This design comes from an exercise in tuning for small area on the open sky130 flow, not from production work.
No functional check of the RTL was part of this run.
No activity file was given, so power comes from the tool's default toggle rates.

[flow/design.v]
module processor(
    input clk,
    input reset,
    input [24-1:0]  instruction,
    output reg[16-1:0] data,
    output[8-1:0]          pcCounter,
    output reg[2-1:0] rwToMem,
    output reg[16-1:0] addrToMem,
    output reg[16-1:0] dataToMem,
    input wire cacheEn,
    input wire[16-1:0] dataFromMem,
    output [2-1:0] cpuState,
    output [4-1:0] regId,
    output [16-1:0] r0,
    output [16-1:0] r1
);
reg[8-1:0]          counter;
reg[2-1:0] state;
reg[16-1:0]        regFile[4-1:0]; 
wire[4-1:0] op        = instruction[(24-1)-:4];
wire[4-1:0] regIdx   = instruction[(24-4-1)-:4];
wire[16-1:0] insData = instruction[24-4-4-1:0];
assign pcCounter = counter;
assign cpuState  = state;
assign r0        = regFile[0];
assign r1        = regFile[1];
assign regId     = regIdx;
reg [16-1:0] data_v;
reg [2-1:0] rwToMem_v;
reg [8-1:0] counter_v;
reg [2-1:0] state_v;
reg [16-1:0] addrToMem_v;
reg [16-1:0] dataToMem_v;
always @(posedge clk) begin 
    data_v = data;
    rwToMem_v = rwToMem;
    counter_v = counter;
    state_v = state;
    addrToMem_v = addrToMem;
    dataToMem_v = dataToMem;
    if(reset) begin 
        data_v       = 0;
        rwToMem_v    = 2'd2;
        counter_v    = 0;
        state_v      = 2'd0;
        regFile[0] <= 0;
        regFile[1] <= 0;
        regFile[2] <= 0;
        regFile[3] <= 0;
        addrToMem_v  = 0;
        dataToMem_v  = 0;
    end 
    else if(state_v == 2'd3) begin 
        state_v = 2'd3;
    end 
    else if(state_v == 2'd0) begin 
        state_v   = 2'd1;
        rwToMem_v = 2'd2;
    end 
    else if(state_v == 2'd1) begin 
        case(op) 
            4'd0 : begin 
                rwToMem_v = 2'd2;
                counter_v = counter_v + 1'b1;
                regFile[0] <= regFile[0];
                regFile[1] <= regFile[1];
                state_v   = 2'd0;
            end
            4'd3 : begin 
                rwToMem_v         = 2'd2;
                regFile[regIdx[1:0]] <= insData;
                counter_v         = counter_v + 1'b1;
                state_v           = 2'd0;
            end 
            4'd4 : begin
                rwToMem_v = 2'd2;
                data_v    = regFile[regIdx[1:0]];
                counter_v = counter_v + 1'b1;
                state_v   = 2'd0;
            end
            4'd1  : begin 
                rwToMem_v   = 2'd0;
                addrToMem_v = insData;
                state_v     = 2'd2;
            end 
            4'd2  : begin 
                rwToMem_v   = 2'd1;
                addrToMem_v = insData;
                dataToMem_v = regFile[regIdx[1:0]];
                state_v     = 2'd2;
            end
            default:
                state_v = 2'd3;
        endcase
    end 
    else if(state_v == 2'd2) begin 
        case(op) 
            4'd0,4'd3 : begin 
                state_v   = 2'd3;
            end
            4'd1  : begin 
                if(! cacheEn) 
                    state_v = 2'd2;
                else begin 
                    regFile[regIdx[1:0]] <= dataFromMem;
                    rwToMem_v         = 2'd2;
                    counter_v         = counter_v + 1'b1;
                    state_v           = 2'd0;
                end 
            end 
            4'd2  : begin 
                if(! cacheEn) 
                    state_v = 2'd2;
                else begin 
                    rwToMem_v = 2'd2;
                    counter_v = counter_v + 1'b1;
                    state_v   = 2'd0;
                end 
            end
            default:
                state_v = 2'd3;
        endcase
    end 
    data <= data_v;
    rwToMem <= rwToMem_v;
    counter <= counter_v;
    state <= state_v;
    addrToMem <= addrToMem_v;
    dataToMem <= dataToMem_v;
end 
endmodule
module cache(
    input clk,
    input reset,
    input[2-1:0] rwFromCPU,
    input[16-1:0]    addrFromCPU,
    input[16-1:0]    dataFromCPU,
    input[16-1:0]    dataFromMem,
    input                 memEn,
    input                 havMsgFromCache,
    input                 allowReadFromCache,
    input                 rmFromCache,
    input                 wmFromCache,
    input                 invFromCache,
    input[16-1:0] allowReadFromCacheAddr,
    input[16-1:0] addrFromCache,
    output reg                    cacheEnToCPU,
    output reg[16-1:0]    dataToCPU,
    output reg[2-1:0] rwToMem,
    output reg[16-1:0]    addrToMem,
    output reg[16-1:0]    dataToMem,
    output reg havMsgToCache,
    output reg allowReadToCache,
    output reg[16-1:0] allowReadToCacheAddr,
    output reg[16-1:0] addrToCache,
    output reg rmToCache,
    output reg wmToCache,
    output reg invToCache,
    output [4-1:0] debugState,
    output [16-1:0] debugCacheLine
);
reg [4-1:0] state;
reg [16-1:0]  addr;
reg [16-1:0]  cacheLine;
reg [4-1:0]   errReg;  
wire isInvalid = (state == 4'hb) || (state == 4'hc) || (state == 4'hd);
wire idel      = (rwFromCPU == 2'd2);
wire rm        = (rwFromCPU == 2'd0  ) && (isInvalid  || addrFromCPU != addr);
wire rh        = (rwFromCPU == 2'd0  ) && (!isInvalid && addrFromCPU == addr);
wire wm        = (rwFromCPU == 2'd1  ) && (isInvalid  || addrFromCPU != addr);
wire wh        = (rwFromCPU == 2'd1  ) && (!isInvalid && addrFromCPU == addr);
wire snoopRm   = havMsgFromCache && (addrFromCache == addr) && rmFromCache;
wire snoopWm   = havMsgFromCache && (addrFromCache == addr) && wmFromCache;
wire snoopInv  = havMsgFromCache && (addrFromCache == addr) && invFromCache;
assign debugState     = state;
assign debugCacheLine = cacheLine;
reg stall;
reg cacheEnToCPU_v;
reg [2-1:0] rwToMem_v;
reg havMsgToCache_v;
reg allowReadToCache_v;
reg rmToCache_v;
reg wmToCache_v;
reg invToCache_v;
reg [4-1:0] state_v;
reg [16-1:0] cacheLine_v;
reg stall_v;
reg [16-1:0] addr_v;
reg [16-1:0] dataToCPU_v;
reg [16-1:0] addrToMem_v;
reg [16-1:0] dataToMem_v;
reg [16-1:0] allowReadToCacheAddr_v;
reg [16-1:0] addrToCache_v;
reg [4-1:0] errReg_v;
always @(posedge clk) begin
    cacheEnToCPU_v = cacheEnToCPU;
    rwToMem_v = rwToMem;
    havMsgToCache_v = havMsgToCache;
    allowReadToCache_v = allowReadToCache;
    rmToCache_v = rmToCache;
    wmToCache_v = wmToCache;
    invToCache_v = invToCache;
    state_v = state;
    cacheLine_v = cacheLine;
    stall_v = stall;
    addr_v = addr;
    dataToCPU_v = dataToCPU;
    addrToMem_v = addrToMem;
    dataToMem_v = dataToMem;
    allowReadToCacheAddr_v = allowReadToCacheAddr;
    addrToCache_v = addrToCache;
    errReg_v = errReg;
    if(reset) begin 
        cacheEnToCPU_v     = 0;
        rwToMem_v          = 2'd2;
        havMsgToCache_v    = 0;
        allowReadToCache_v = 1;  
        rmToCache_v        = 0;
        wmToCache_v        = 0;
        invToCache_v       = 0;
        state_v            = 4'hb;
        cacheLine_v        = 0;
        stall_v            = 0;
        addr_v             = 0;
        dataToCPU_v          = 0;
        addrToMem_v          = 0;
        dataToMem_v          = 0;
        allowReadToCacheAddr_v = 0;
        addrToCache_v        = 0;
        errReg_v             = 4'd3;
    end
    else begin 
        cacheEnToCPU_v = 0;
        case(state_v) 
            4'h1: begin 
                if(snoopRm) begin 
                    cacheEnToCPU_v         = 0;
                    dataToCPU_v            = 0;
                    rwToMem_v              = 2'd1;
                    addrToMem_v            = addr_v;
                    dataToMem_v            = cacheLine_v;
                    havMsgToCache_v        = 0;
                    allowReadToCache_v     = 0;
                    allowReadToCacheAddr_v = addr_v;
                    rmToCache_v            = 0;
                    wmToCache_v            = 0;
                    invToCache_v           = 0;
                    stall_v                = 0;
                    state_v                = 4'h2;
                end 
                else if(snoopWm) begin
                    cacheEnToCPU_v         = 0;
                    dataToCPU_v            = 0;
                    rwToMem_v              = 2'd1;
                    addrToMem_v            = addr_v;
                    dataToMem_v            = cacheLine_v;
                    havMsgToCache_v        = 0;
                    allowReadToCache_v     = 0;
                    allowReadToCacheAddr_v = addr_v;
                    stall_v                = 0;
                    state_v                = 4'h3;
                end
                else if(rh) begin 
                    cacheEnToCPU_v         = 1;
                    dataToCPU_v            = cacheLine_v;
                    rwToMem_v              = 2'd2;
                    addrToMem_v            = 0;
                    dataToMem_v            = 0;
                    havMsgToCache_v        = 0;
                    allowReadToCache_v     = 1;
                    allowReadToCacheAddr_v = 0;
                    addrToMem_v            = 0;
                    rmToCache_v            = 0;
                    wmToCache_v            = 0;
                    invToCache_v           = 0;
                    stall_v                = 0;
                    addr_v                 = addr_v;
                    cacheLine_v            = cacheLine_v;
                    state_v                = state_v;
                end 
                else if(wh) begin 
                    cacheEnToCPU_v         = 1;
                    dataToCPU_v            = 0;
                    rwToMem_v              = 2'd2;
                    addrToMem_v            = 0;
                    dataToMem_v            = 0;
                    havMsgToCache_v        = 0;
                    allowReadToCache_v     = 0;
                    allowReadToCacheAddr_v = 0;
                    addrToCache_v          = 0;
                    rmToCache_v            = 0;
                    wmToCache_v            = 0;
                    invToCache_v           = 0;
                    stall_v                = 0;
                    state_v                = state_v;
                    addr_v                 = addr_v;
                    cacheLine_v            = dataFromCPU;
                end 
                else if(rm) begin 
                    cacheEnToCPU_v         = 0;
                    dataToCPU_v            = 0;
                    rwToMem_v              = 2'd1;
                    addrToMem_v            = addr_v;
                    dataToMem_v            = cacheLine_v;
                    havMsgToCache_v        = 1;
                    allowReadToCache_v     = 0;
                    allowReadToCacheAddr_v = addr_v;
                    addrToCache_v          = addrFromCPU;
                    rmToCache_v            = 1;
                    wmToCache_v            = 0;
                    invToCache_v           = 0;
                    stall_v                = 0;
                    state_v                = 4'h5;
                    addr_v                 = addr_v;
                    cacheLine_v            = dataFromCPU;
                end 
                else if(wm) begin 
                    cacheEnToCPU_v         = 0;
                    dataToCPU_v            = 0;
                    rwToMem_v              = 2'd1;
                    addrToMem_v            = addr_v;
                    dataToMem_v            = cacheLine_v;
                    havMsgToCache_v        = 1;
                    allowReadToCache_v     = 0;
                    allowReadToCacheAddr_v = addr_v;
                    addrToCache_v          = addrFromCPU;
                    rmToCache_v            = 0;
                    wmToCache_v            = 1;
                    invToCache_v           = 0;
                    stall_v                = 0;
                    addr_v                 = addr_v;
                    cacheLine_v            = dataFromCPU;
                    state_v                = 4'h4;
                end 
                else if(idel) begin 
                    cacheEnToCPU_v         = cacheEnToCPU_v;
                    dataToCPU_v            = dataToCPU_v;
                    rwToMem_v              = rwToMem_v;
                    addrToMem_v            = addrToMem_v;
                    dataToMem_v            = dataToMem_v;
                    havMsgToCache_v        = havMsgToCache_v;
                    allowReadToCache_v     = allowReadToCache_v;
                    allowReadToCacheAddr_v = allowReadToCacheAddr_v;
                    addrToCache_v          = addrFromCPU;
                    rmToCache_v            = rmToCache_v;
                    wmToCache_v            = wmToCache_v;
                    invToCache_v           = invToCache_v;
                    stall_v                = stall_v;
                    addr_v                 = addr_v;
                    cacheLine_v            = cacheLine_v;
                    state_v                = state_v;
                end 
                else begin 
                    errReg_v    = 4'd0;
                    state_v = 4'h0;
                end
            end
            4'h2: begin 
                if(memEn) begin 
                    rwToMem_v = 2'd2;
                    cacheEnToCPU_v = 0;
                    allowReadToCache_v = 1;
                    state_v            = 4'h8;
                end
                else begin 
                    cacheEnToCPU_v     = 0;
                    allowReadToCache_v = 0;
                    state_v            = 4'h2;
                end
            end
            4'h3: begin 
                if(memEn) begin 
                    rwToMem_v = 2'd2;
                    cacheEnToCPU_v = 0;
                    state_v            = 4'hb;
                    allowReadToCache_v = 1;
                    if(rwFromCPU != 2'd2) begin 
                        stall_v = 1;
                    end 
                    else begin 
                        stall_v = 0;
                    end
                end
                else begin 
                    state_v = 4'h3;
                end
            end
            4'h4: begin 
                if(memEn) begin 
                    if(allowReadFromCache || allowReadFromCacheAddr != addrFromCPU) begin
                        rwToMem_v              = 2'd0;
                        addrToMem_v            = addrFromCPU;
                        allowReadToCache_v     = 0;
                        allowReadToCacheAddr_v = addrFromCPU;
                        state_v                = 4'h6;
                    end
                    else 
                        state_v = 4'h4;
                end
                else begin 
                    state_v = 4'h4;
                end
            end
            4'h5:begin 
                if(memEn) begin 
                    if(allowReadFromCache || allowReadToCacheAddr_v != addrFromCPU) begin
                        rwToMem_v   = 2'd0;
                        addrToMem_v = addrFromCPU;
                        state_v     = 4'h7;
                    end
                    else
                        state_v = 4'h5;
                end 
                else  state_v = 4'h5; 
            end
            4'h6: begin 
                if(memEn) begin  
                    if(addrFromCPU == addrToMem_v) begin 
                        cacheLine_v     = dataFromMem;
                        addr_v          = addrToMem_v;
                        cacheLine_v     = dataFromCPU;
                        rwToMem_v       = 2'd2;
                        cacheEnToCPU_v  = 1;
                        havMsgToCache_v = 0;
                        wmToCache_v     = 0;
                        state_v         = 4'h1;
                    end 
                    else begin 
                        state_v = 4'h0;
                        errReg_v    = 4'd1;
                    end
                end
                else state_v = 4'h6;
            end
            4'h7: begin 
                if(memEn) begin  
                    if(addrFromCPU == addrToMem_v) begin
                        cacheLine_v        = dataFromMem;
                        addr_v             = addrToMem_v;
                        dataToCPU_v        = cacheLine_v;
                        rwToMem_v          = 2'd2;
                        cacheEnToCPU_v     = 1;
                        allowReadToCache_v = 1;
                        havMsgToCache_v    = 0;
                        rmToCache_v        = 0;
                        state_v            = 4'h8;
                    end 
                    else begin 
                        state_v = 4'h0;
                        errReg_v    = 4'd1;
                    end 
                end
                else state_v = 4'h7;
            end 
            4'h8:begin 
                if(snoopRm) begin 
                    state_v = 4'h8;
                end 
                else if(snoopWm) begin
                    state_v = 4'hb;
                end
                else if(snoopInv) begin 
                    state_v = 4'hb;
                end 
                else if(rh) begin 
                    dataToCPU_v    = cacheLine_v;
                    cacheEnToCPU_v = 1;
                    state_v        = 4'h8;
                end 
                else if(wh) begin 
                    cacheLine_v    = dataFromCPU;
                    cacheEnToCPU_v = 1;
                    state_v        = 4'h1;
                end 
                else if(rm) begin 
                    havMsgToCache_v = 1;
                    rmToCache_v     = 1;  
                    addrToCache_v   = addrFromCPU;
                    cacheEnToCPU_v  = 0;
                    if(allowReadFromCache || allowReadFromCacheAddr != addrFromCPU) begin 
                        rwToMem_v   = 2'd0;
                        addrToMem_v = addrFromCPU;
                        state_v     = 4'h9;
                    end
                    else begin 
                        state_v = 4'h8; 
                    end
                end 
                else if(wm) begin 
                    havMsgToCache_v = 1;
                    wmToCache_v     = 1;
                    addrToCache_v   = addrFromCPU;
                    cacheEnToCPU_v  = 0;
                    if(allowReadFromCache || allowReadToCacheAddr_v != addrFromCPU) begin 
                        rwToMem_v              = 2'd0;
                        addrToMem_v            = addrFromCPU;
                        state_v                = 4'ha;
                        allowReadToCache_v     = 0;
                        allowReadToCacheAddr_v = addrFromCPU;
                    end 
                    else begin 
                        state_v = 4'h8; 
                    end
                end 
                else if(idel) begin 
                    havMsgToCache_v = 0;
                    wmToCache_v     = 0;
                    rmToCache_v     = 0;
                    invToCache_v    = 0;
                    state_v     = 4'h8;
                end 
                else begin 
                    havMsgToCache_v = 0;
                    errReg_v        = 4'd0;
                    state_v     = 4'h0;
                end
            end
            4'h9: begin 
                havMsgToCache_v = 1;
                rmToCache_v     = 1;
                if(memEn) begin  
                    if(addrToMem_v == addrFromCPU) begin 
                        cacheLine_v     = dataFromMem;
                        addr_v          = addrToMem_v;
                        dataToCPU_v     = cacheLine_v;
                        rwToMem_v       = 2'd2;
                        cacheEnToCPU_v  = 1;
                        havMsgToCache_v = 0;
                        rmToCache_v     = 0;
                        state_v         = 4'h8;
                    end 
                    else begin 
                        state_v = 4'h0;
                        errReg_v    = 4'd1;
                    end 
                end
                else state_v = 4'h9;
            end
            4'ha: begin 
                havMsgToCache_v = 1;
                wmToCache_v     = 1;
                if(memEn) begin  
                    if(addrFromCPU == addrToMem_v) begin 
                        cacheLine_v     = dataFromMem;
                        addr_v          = addrToMem_v;
                        cacheLine_v     = dataFromCPU;
                        rwToMem_v       = 2'd2;
                        cacheEnToCPU_v  = 1;
                        havMsgToCache_v = 0;
                        rmToCache_v     = 0;
                        state_v         = 4'h1;
                    end 
                    else begin 
                        state_v = 4'h0;
                        errReg_v    = 4'd1;
                    end
                end
                else state_v = 4'ha;
            end
            4'hb: begin 
                if(rm) begin 
                    havMsgToCache_v = 1;
                    rmToCache_v     = 1;
                    addrToCache_v   = addrFromCPU;
                    cacheEnToCPU_v  = 0;
                    if(allowReadFromCache || allowReadToCacheAddr_v != addrFromCPU) begin 
                        if(stall_v == 0) begin 
                            rwToMem_v   = 2'd0;
                            addrToMem_v = addrFromCPU;
                            state_v = 4'hc;
                        end
                        else begin 
                            stall_v = 0;
                            state_v = 4'hb;
                        end
                    end 
                    else begin 
                        state_v = 4'hb;
                    end
                end 
                else if(wm) begin 
                    havMsgToCache_v = 1;
                    addrToCache_v   = addrFromCPU;
                    wmToCache_v     = 1;
                    cacheEnToCPU_v  = 0;
                    if(allowReadFromCache || allowReadFromCacheAddr != addrFromCPU) begin 
                        if(stall_v == 0) begin
                            rwToMem_v              = 2'd0;
                            addrToMem_v            = addrFromCPU;
                            state_v            = 4'hd;
                            allowReadToCache_v     = 0;
                            allowReadToCacheAddr_v = addrFromCPU;
                        end 
                        else begin 
                            stall_v     = 0;
                            state_v = 4'hb;
                        end
                    end 
                    else begin 
                        state_v = 4'hb;
                    end 
                end 
                else if(idel) begin 
                    havMsgToCache_v = 0;
                    state_v     = 4'hb;
                end 
                else begin 
                    state_v = 4'h0;
                    errReg_v    = 4'd0;
                end 
            end
            4'hc: begin   
                havMsgToCache_v = 1;
                if(memEn) begin  
                    if(addrToMem_v == addrFromCPU) begin 
                        cacheLine_v    = dataFromMem;
                        addr_v         = addrToMem_v;
                        dataToCPU_v    = cacheLine_v;
                        rwToMem_v      = 2'd2;
                        cacheEnToCPU_v = 1;
                        rmToCache_v    = 0;
                        state_v        = 4'h8;
                    end 
                    else begin 
                        state_v = 4'h0;
                        errReg_v    = 4'd1;
                    end 
                end
                else state_v = 4'hc;
            end 
            4'hd: begin 
                if(memEn) begin  
                    if(addrFromCPU == addrToMem_v) begin 
                        cacheLine_v     = dataFromMem;
                        addr_v          = addrToMem_v;
                        cacheLine_v     = dataFromCPU;
                        rwToMem_v       = 2'd2;
                        cacheEnToCPU_v  = 1;
                        havMsgToCache_v = 0;
                        wmToCache_v     = 0;
                        state_v         = 4'h1;
                    end 
                    else begin 
                        state_v = 4'h0;
                        errReg_v    = 4'd1;
                    end
                end
                else state_v = 4'hd;
            end
            default: 
                state_v = 4'h0;
        endcase
    end
    cacheEnToCPU <= cacheEnToCPU_v;
    rwToMem <= rwToMem_v;
    havMsgToCache <= havMsgToCache_v;
    allowReadToCache <= allowReadToCache_v;
    rmToCache <= rmToCache_v;
    wmToCache <= wmToCache_v;
    invToCache <= invToCache_v;
    state <= state_v;
    cacheLine <= cacheLine_v;
    stall <= stall_v;
    addr <= addr_v;
    dataToCPU <= dataToCPU_v;
    addrToMem <= addrToMem_v;
    dataToMem <= dataToMem_v;
    allowReadToCacheAddr <= allowReadToCacheAddr_v;
    addrToCache <= addrToCache_v;
    errReg <= errReg_v;
end
endmodule
module memBus(
    input clk,
    input reset,
    input wire[2-1:0] rwFromCacheA,
    input wire[16-1:0]    addrFromCacheA,
    input wire[16-1:0]    dataFromCacheA,
    output reg[16-1:0]    dataToCacheA,
    output reg memEnA,
    input wire[2-1:0] rwFromCacheB,
    input wire[16-1:0]    addrFromCacheB,
    input wire[16-1:0]    dataFromCacheB,
    output reg[16-1:0]    dataToCacheB,
    output reg memEnB,
    output reg[4-1:0] errReg,
    output[2-1:0] debugRwToMem,
    output[7:0] debugDelay
);
reg[2-1:0]  rwToMem; 
reg[16-1:0]     addrToMem;
reg[16-1:0]     dataToMem;
reg[7:0] delay; 
reg[16-1:0] mem[0:32-1];
integer i;
parameter MEMDELAY = 5;
parameter CA       = 1'b0;
parameter CB       = 1'b1;
reg chipSelect;
reg prefer;
assign debugRwToMem = rwToMem;
assign debugDelay   = delay;
reg stall;
reg memEnA_v;
reg memEnB_v;
reg [2-1:0] rwToMem_v;
reg [7:0] delay_v;
reg prefer_v;
reg stall_v;
reg chipSelect_v;
reg [16-1:0] addrToMem_v;
reg [16-1:0] dataToMem_v;
reg [16-1:0] dataToCacheA_v;
reg [16-1:0] dataToCacheB_v;
always @(posedge clk) begin 
    memEnA_v = memEnA;
    memEnB_v = memEnB;
    rwToMem_v = rwToMem;
    delay_v = delay;
    prefer_v = prefer;
    stall_v = stall;
    chipSelect_v = chipSelect;
    addrToMem_v = addrToMem;
    dataToMem_v = dataToMem;
    dataToCacheA_v = dataToCacheA;
    dataToCacheB_v = dataToCacheB;
    if(reset)begin 
        memEnA_v     = 0;
        memEnB_v     = 0;
        rwToMem_v    = 2'd2;
        delay_v      = MEMDELAY;
        for(i = 0; i < 32; i = i + 1)
            mem[i] <= 0;
        prefer_v     = CA;  
        stall_v = 0;
        dataToCacheA_v = 0;
        dataToCacheB_v = 0;
        chipSelect_v   = CA;
        addrToMem_v    = 0;
        dataToMem_v    = 0;
    end
    else begin 
        if(rwToMem_v == 2'd2) begin 
            if(stall_v > 0) begin 
                rwToMem_v = 2'd2;
                stall_v   = 0;
            end
            else begin 
                memEnA_v = 0;
                memEnB_v = 0;
                if(prefer_v == CA) begin
                    if(rwFromCacheA != 2'd2) begin 
                        chipSelect_v     = CA;
                        rwToMem_v        = rwFromCacheA;
                        addrToMem_v      = addrFromCacheA;
                        dataToMem_v      = dataFromCacheA;
                    end
                    else if(rwFromCacheB != 2'd2) begin 
                        chipSelect_v     = CB;
                        rwToMem_v        = rwFromCacheB;
                        addrToMem_v      = addrFromCacheB;
                        dataToMem_v      = dataFromCacheB;
                    end
                    else begin 
                        rwToMem_v = 2'd2;
                    end
                end
                else begin  
                    if(rwFromCacheB != 2'd2) begin 
                        chipSelect_v     = CB;
                        rwToMem_v        = rwFromCacheB;
                        addrToMem_v      = addrFromCacheB;
                        dataToMem_v      = dataFromCacheB;
                    end
                    else if(rwFromCacheA != 2'd2) begin 
                        chipSelect_v     = CA;
                        rwToMem_v        = rwFromCacheA;
                        addrToMem_v      = addrFromCacheA;
                        dataToMem_v      = dataFromCacheA;
                    end
                    else begin 
                        rwToMem_v = 2'd2;
                    end
                end
            end
        end
        else if(rwToMem_v ==2'd0) begin 
            if(delay_v == 0) begin 
                rwToMem_v = 2'd2;
                stall_v   = 1;
                delay_v   = MEMDELAY;
                if(chipSelect_v == CA) begin 
                    dataToCacheA_v = mem[addrToMem_v[4:0]];
                    memEnA_v       = 1;
                    memEnB_v       = 0;
                    prefer_v       = CB;
                end
                else begin 
                    dataToCacheB_v = mem[addrToMem_v[4:0]];
                    memEnB_v       = 1;
                    memEnA_v       = 0;
                    prefer_v       = CA;
                end
            end
            else begin 
                delay_v = delay_v -1;
            end
        end 
        else if(rwToMem_v == 2'd1) begin 
            if(delay_v == 0) begin 
                rwToMem_v = 2'd2;
                stall_v   = 1;
                delay_v   = MEMDELAY;
                mem[addrToMem_v[4:0]] <= dataToMem_v;
                if(chipSelect_v == CA) begin
                    memEnA_v = 1;
                    memEnB_v = 0;
                    prefer_v = CB;
                end
                else begin
                    memEnB_v = 1;
                    memEnA_v = 0;
                    prefer_v = CA;
                end
            end 
            else begin 
                delay_v = delay_v -1;
            end
        end
        else begin 
        end
    end
    memEnA <= memEnA_v;
    memEnB <= memEnB_v;
    rwToMem <= rwToMem_v;
    delay <= delay_v;
    prefer <= prefer_v;
    stall <= stall_v;
    chipSelect <= chipSelect_v;
    addrToMem <= addrToMem_v;
    dataToMem <= dataToMem_v;
    dataToCacheA <= dataToCacheA_v;
    dataToCacheB <= dataToCacheB_v;
end
endmodule
module dualcore(
    input clk,
    input reset,
    input  [24-1:0]  ins_code1_proc1,
    input  [24-1:0]  ins_code2_proc2,
    output [8-1:0]   pc_proc1_code1,
    output [8-1:0]   pc_proc2_code2,
    output [16-1:0] dataOut1,
    output [16-1:0] dataOut2
);
wire[2-1:0] rw_P1_C1,rw_P2_C2;
wire                  en_C1_P1,en_C2_P2;
wire [16-1:0] addr_P1_C1,addr_P2_C2;
wire [16-1:0] data_P1_C1,data_P2_C2;
wire [16-1:0] data_C1_P1,data_C2_P2;
wire[16-1:0]data_M_C1,data_M_C2;
wire en_M_C1,en_M_C2;
wire[2-1:0]rw_C1_M,rw_C2_M;
wire[16-1:0] addr_C1_M,addr_C2_M;
wire[16-1:0] data_C1_M,data_C2_M;
wire msg_C2_C1,msg_C1_C2;
wire allowRead_C2_C1,allowRead_C1_C2;
wire [16-1:0] allowReadAddr_C1_C2,allowReadAddr_C2_C1;
wire[16-1:0] addr_C2_C1,addr_C1_C2;
wire rm_C2_C1,rm_C1_C2,wm_C2_C1,wm_C1_C2,inv_C1_C2,inv_C2_C1;
wire[2-1:0] stateP1,stateP2;
wire[16-1:0]r0P1,r0P2,r1P1,r1P2;
wire[4-1:0] regIdxP1,regIdxP2;
wire [4-1:0] debugStateC1,debugStateC2;
wire [16-1:0] debugCacheLineC1,debugCacheLineC2;
wire[2-1:0] debugRwToMem;
wire[7:0] debugDelay;
wire[4-1:0] errMb;
processor P1(
    .clk(clk),
    .reset(reset),
    .instruction(ins_code1_proc1),
    .data(dataOut1),
    .pcCounter(pc_proc1_code1),
    .rwToMem(rw_P1_C1),
    .addrToMem(addr_P1_C1),
    .dataToMem(data_P1_C1),
    .cacheEn(en_C1_P1),
    .dataFromMem(data_C1_P1),
    .cpuState(stateP1),
    .r0(r0P1),
    .r1(r1P1),
    .regId(regIdxP1)
);
processor P2(
    .clk(clk),
    .reset(reset),
    .instruction(ins_code2_proc2),
    .data(dataOut2),
    .pcCounter(pc_proc2_code2),
    .rwToMem(rw_P2_C2),
    .addrToMem(addr_P2_C2),
    .dataToMem(data_P2_C2),
    .cacheEn(en_C2_P2),
    .dataFromMem(data_C2_P2),
    .cpuState(stateP2),
    .r0(r0P2),
    .r1(r1P2),
    .regId(regIdxP2)
);
cache C1(
    .clk(clk),
    .reset(reset),
    .rwFromCPU(rw_P1_C1),
    .addrFromCPU(addr_P1_C1),
    .dataFromCPU(data_P1_C1),
    .cacheEnToCPU(en_C1_P1),
    .dataToCPU(data_C1_P1),
    .dataFromMem(data_M_C1),
    .memEn(en_M_C1),
    .rwToMem(rw_C1_M),
    .addrToMem(addr_C1_M),
    .dataToMem(data_C1_M),
    .havMsgFromCache(msg_C2_C1),
    .allowReadFromCache(allowRead_C2_C1),
    .allowReadFromCacheAddr(allowReadAddr_C2_C1),
    .addrFromCache(addr_C2_C1),
    .rmFromCache(rm_C2_C1),
    .wmFromCache(wm_C2_C1),
    .invFromCache(inv_C2_C1),
    .havMsgToCache(msg_C1_C2),
    .allowReadToCache(allowRead_C1_C2),
    .allowReadToCacheAddr(allowReadAddr_C1_C2),
    .addrToCache(addr_C1_C2),
    .rmToCache(rm_C1_C2),
    .wmToCache(wm_C1_C2),
    .invToCache(inv_C1_C2),
    .debugState(debugStateC1),
    .debugCacheLine(debugCacheLineC1)
);
cache C2(
    .clk(clk),
    .reset(reset),
    .rwFromCPU(rw_P2_C2),
    .addrFromCPU(addr_P2_C2),
    .dataFromCPU(data_P2_C2),
    .cacheEnToCPU(en_C2_P2),
    .dataToCPU(data_C2_P2),
    .dataFromMem(data_M_C2),
    .memEn(en_M_C2),
    .rwToMem(rw_C2_M),
    .addrToMem(addr_C2_M),
    .dataToMem(data_C2_M),
    .havMsgFromCache(msg_C1_C2),
    .allowReadFromCache(allowRead_C1_C2),
    .allowReadFromCacheAddr(allowReadAddr_C1_C2),
    .addrFromCache(addr_C1_C2),
    .rmFromCache(rm_C1_C2),
    .wmFromCache(wm_C1_C2),
    .invFromCache(inv_C1_C2),
    .havMsgToCache(msg_C2_C1),
    .allowReadToCache(allowRead_C2_C1),
    .allowReadToCacheAddr(allowReadAddr_C2_C1),
    .addrToCache(addr_C2_C1),
    .rmToCache(rm_C2_C1),
    .wmToCache(wm_C2_C1),
    .invToCache(inv_C2_C1),
    .debugState(debugStateC2),
    .debugCacheLine(debugCacheLineC2)
);
memBus mb(
    .clk(clk),
    .reset(reset),
    .rwFromCacheA(rw_C1_M),
    .addrFromCacheA(addr_C1_M),
    .dataFromCacheA(data_C1_M),
    .dataToCacheA(data_M_C1),
    .memEnA(en_M_C1),
    .rwFromCacheB(rw_C2_M),
    .addrFromCacheB(addr_C2_M),
    .dataFromCacheB(data_C2_M),
    .dataToCacheB(data_M_C2),
    .memEnB(en_M_C2),
    .errReg(errMb),
    .debugRwToMem(debugRwToMem),
    .debugDelay(debugDelay)
);
endmodule
[flow/run.sh]
#!/bin/bash
# synth_recipe.tcl (not shown) runs the flow's synth.tcl, then flattens the netlist and writes it again
# the make line also repeats each setting of config.mk as NAME=value (left out here)
make -C /OpenROAD-flow-scripts/flow DESIGN_CONFIG=/design/flow/config.mk WORK_HOME=/design/flow/orfs CLKGATE_MAP_FILE= SYNTH_SCRIPT=/design/flow/synth_recipe.tcl finish
[flow/config.mk]
export PLATFORM = sky130hd
export DESIGN_NAME = dualcore
export DESIGN_NICKNAME = dualcore
export VERILOG_FILES = /design/flow/design.v
export SDC_FILE = /design/flow/constraint.sdc
export NUM_CORES = 8
export LEC_CHECK = 0
export CAP_MARGIN = 20
export CORE_MARGIN = 2
export CORE_UTILIZATION = 40
export SLEW_MARGIN = 20
[flow/constraint.sdc]
create_clock -name core_clock -period 10.0 [get_ports {clk}]
set_input_delay 2.0000 -clock core_clock [delete_from_list [all_inputs] [get_ports {clk}]]
set_output_delay 2.0000 -clock core_clock [all_outputs]
set_load 0.01 [all_outputs]
==> out/summary.txt <==
area growth from synthesis to layout - 12.3%
post-route cell area - 57500 um^2
worst-path fanout max - 76
CTS H-tree lvls - 3
CP Capture Type - flip-flop
TNS Setup - 0 ns
post-layout minimum cycle time - 5.19 ns
TritonCTS clock tree - done
most common cell after layout, fill and taps aside - edfxtp_1
share of layout cells above drive strength 1 - 12.6%
Setup crit start - reset
Top-Level Pins - 98
die height - 362 um
area of the multi-input gates - 21600 um^2
Crit path max-delay family - buffers and inverters
post-synth net total - 4513
Die W - 362 um
PD cells - 241 nW/um^2
First-pass DRT Iterations - 6
Main synth FF type - edfxtp_1
WS Path Type - in2reg
r2r startpoint - P1.addrToMem[1]
Post-route DRC - 0
max FFs per register - 512
CTS Buf Count - 115
die area - 131000 um^2
GRT Total Usage - 21.8%
DP Worst Slack - 3.93 ns
Final Cycle Share - 51.9%
Core Area - 127000 um^2
clk sink count - 1081
Worst path slowest cell - o21ai_1
final-report hold violation count - 0
port bufs - 93
routed vias - 34.8k
Rows - 131
initial antenna violation count - 1
WL/cell - 23.7 um
#FFs+latches synth - 1081
total of max-cap violations - 0
Post-DP HPWL - 94700 um
final core utilization - 45.1%
via/cell ratio - 5.67
Register Area - 28100 um^2
synthesis warning total - 3
Fmax - 193 MHz
DRT iter0 DRCs - 3587
vias in the first global route - 34.0k
run status - finished clean
Finish-stage setup viols - 0
CP required - 10.40 ns
highest-count cells in the layout ignoring fill and taps - edfxtp_1 (640), and2_1 (521), nor2_1 (440)
post_cts resized - 0
Worst-path clk slew - 0.06 ns
Mapped Area - 51200 um^2
VDD IR max - 0.163 mV
Post-CTS Setup Bufs - 0
CTS hold repair buffers - 0
Worst EP arrival - 5.59 ns
clk root buf - clkbuf_16
Biggest register - mb.mem
largest net degree at the start of global routing - 179
worst hold start - P1.data[2]
sequential share of the synthesized area - 54.8%
EDFF count, synth - 640
placed cell areas - 53500 um^2
Unique masters post-synth - 94
CP max stage delay - 1.02 ns
Max-slew headroom - 23.5%
Overflow after GRT - 0
Hold Crit Class - reg2reg
Critical Path, Cell by Cell - buf_8, inv_4, buf_4, nand3_1, inv_1, nand3_1, o21ai_1, buf_4
Avg Cell Area, Syn - 11.5 um^2
ANT cells - 0
Crit path buffers/inverters - 5
Clock Latency Late Sink - 0.71 ns
Fillers - 11.6k
routability congestion estimate - 0.910
Slew Limit Fails - 0
Static Leak - 0.0208 uW
nets - 4444
Routed Antenna Nets - 0
worst path setup slack after routing - 4.81 ns
maximum number of buffers from clock root to sink - 3
Post-synth ARST share - 0%
register-to-register setup slack - 5.89 ns
initial core utilization - 40.2%
Post-Route WL - 145000 um
Worst Skew - 0.0240 ns
Largest regs - mb.mem x512, P1.regFile x64, P2.regFile x64
Critical Path Start Type - input port
pin slew with the least headroom to its limit - 1.14 ns
cells after synthesis - 4451
RSZ-0062 raised after global routing - false
Final Hold Slack - 0.454 ns
first-pass GRT wire length - 217000 um
## cells in the mapped netlist, types with 8 or more instances
cell type  number  area share [%]
a2111oi_2      10            0.29
a211oi_1       92             1.3
a21oi_1       200             2.0
a221oi_1       19            0.33
a22o_1         33            0.56
a311oi_1       13            0.22
a31oi_1        46            0.56
and2_1        521             6.4
buf_1          25            0.18
buf_2          57            0.56
buf_6           8            0.18
clkbuf_1      288             2.1
dfxtp_1       441              17
edfxtp_1      640              38
ha_1           12            0.29
inv_1          27            0.20
mux2i_1       208             4.1
mux4_2        192             8.4
nand2_1       265             1.9
nand2b_1       32            0.39
nand3_1       114             1.1
nand3b_1        9            0.13
nand4_1        30            0.37
nor2_1        463             3.4
nor2b_1        45            0.55
nor3_1         53            0.52
nor3b_1         8            0.12
nor4_1         26            0.32
o211ai_1       22            0.32
o21a_1         12            0.18
o21ai_0       144             1.4
o221ai_1       20            0.34
o22ai_1         8           0.098
o41ai_1        13            0.22
or3_1          25            0.31
xnor2_1        77             1.3
xor2_1         97             1.7
## stage by stage
step / instances / power (uW)
4_1_cts: 6142 / 13800
5_1_grt: 6147 / 14400
6_report: 6147 / 13800
3_5_place_dp: 5922 / 9470
2_1_floorplan: 4451 / 8120
3_3_place_gp: 5919 / 9440
## power breakdown
part	internal, uW	leakage [uW]	switching (uW)
clock	2530	0.00190	1820
combinational	1440	0.00873	2770
sequential	4990	0.0102	297
total	8950	0.0208	4890
## layer usage
| metal | wire length, um | track usage, % | share of wire, % |
|---|---|---|---|
| met2 | 71500 | 36.5 | 49 |
| met1 | 61400 | 29.4 | 42 |
| met5 | 12 | 0 | 0.0082 |
| met4 | 4010 | 6.02 | 2.8 |
| met3 | 8560 | 3.22 | 5.9 |
## final cells by class
type	count	share of cell area, %
multi-input cells	2954	37.5
repair buffers	200	3.14
well taps	1662	3.62
clock inverters	43	0.727
flip-flops and latches	1081	48.8
inverters	30	0.200
clock buffers	177	6.00
## worst min-delay path, stage by stage, from the launching register on
cell	delay (ns)
dfxtp_1	0.31
nand2_1	0.05
a21oi_1	0.05
## kinds of logic (layout without fill, tap and decap cells)
kind of cell / Yosys count / after routing / share of synthesized area (%)
simple gates: 1635 / 1635 / 16.3
fa+ha+maj: 12 / 12 / 0.293
flops: 1081 / 1081 / 54.8
mux: 402 / 402 / 12.6
compound gates: 731 / 731 / 9.75
xor+xnor: 174 / 174 / 2.98
buf+inv: 416 / 450 / 3.36
## worst paths after layout
path / endpoint / depth (start not counted)
worst max-delay path: mb.mem[19][7] / 8
worst min-delay path: P1.data[2] / 2
worst max register to register: C1.rwToMem[1] / 8
worst min register to register: P1.data[2] / 2

==> static timing again, ports no longer ideal <==
Ports are ideal in the flow. The routed layout listed here was re-timed in OpenROAD.
Step 1: set_driving_cell puts a clkbuf_16 on clk and a buf_2 on each other input, an assumption about the parent block.
Step 2 times the ports against the registers' clock, not the clock port: input delays grow and output delays shrink by t, the midpoint of the rising clock arrivals with the driver on.
Slacks: no drivers / after step 1 / after step 2; pairs: no drivers / after step 1.
t (ns): 0.771
slack for setup (ns): 4.812 / 4.841 / 4.070
latest minus earliest clock arrival (ns): 0.028 / 0.028
After both steps setup and hold are still met in this run. For this run, drivers alone change the setup slack by +0.029 ns; drivers and shift together by -0.742 ns.
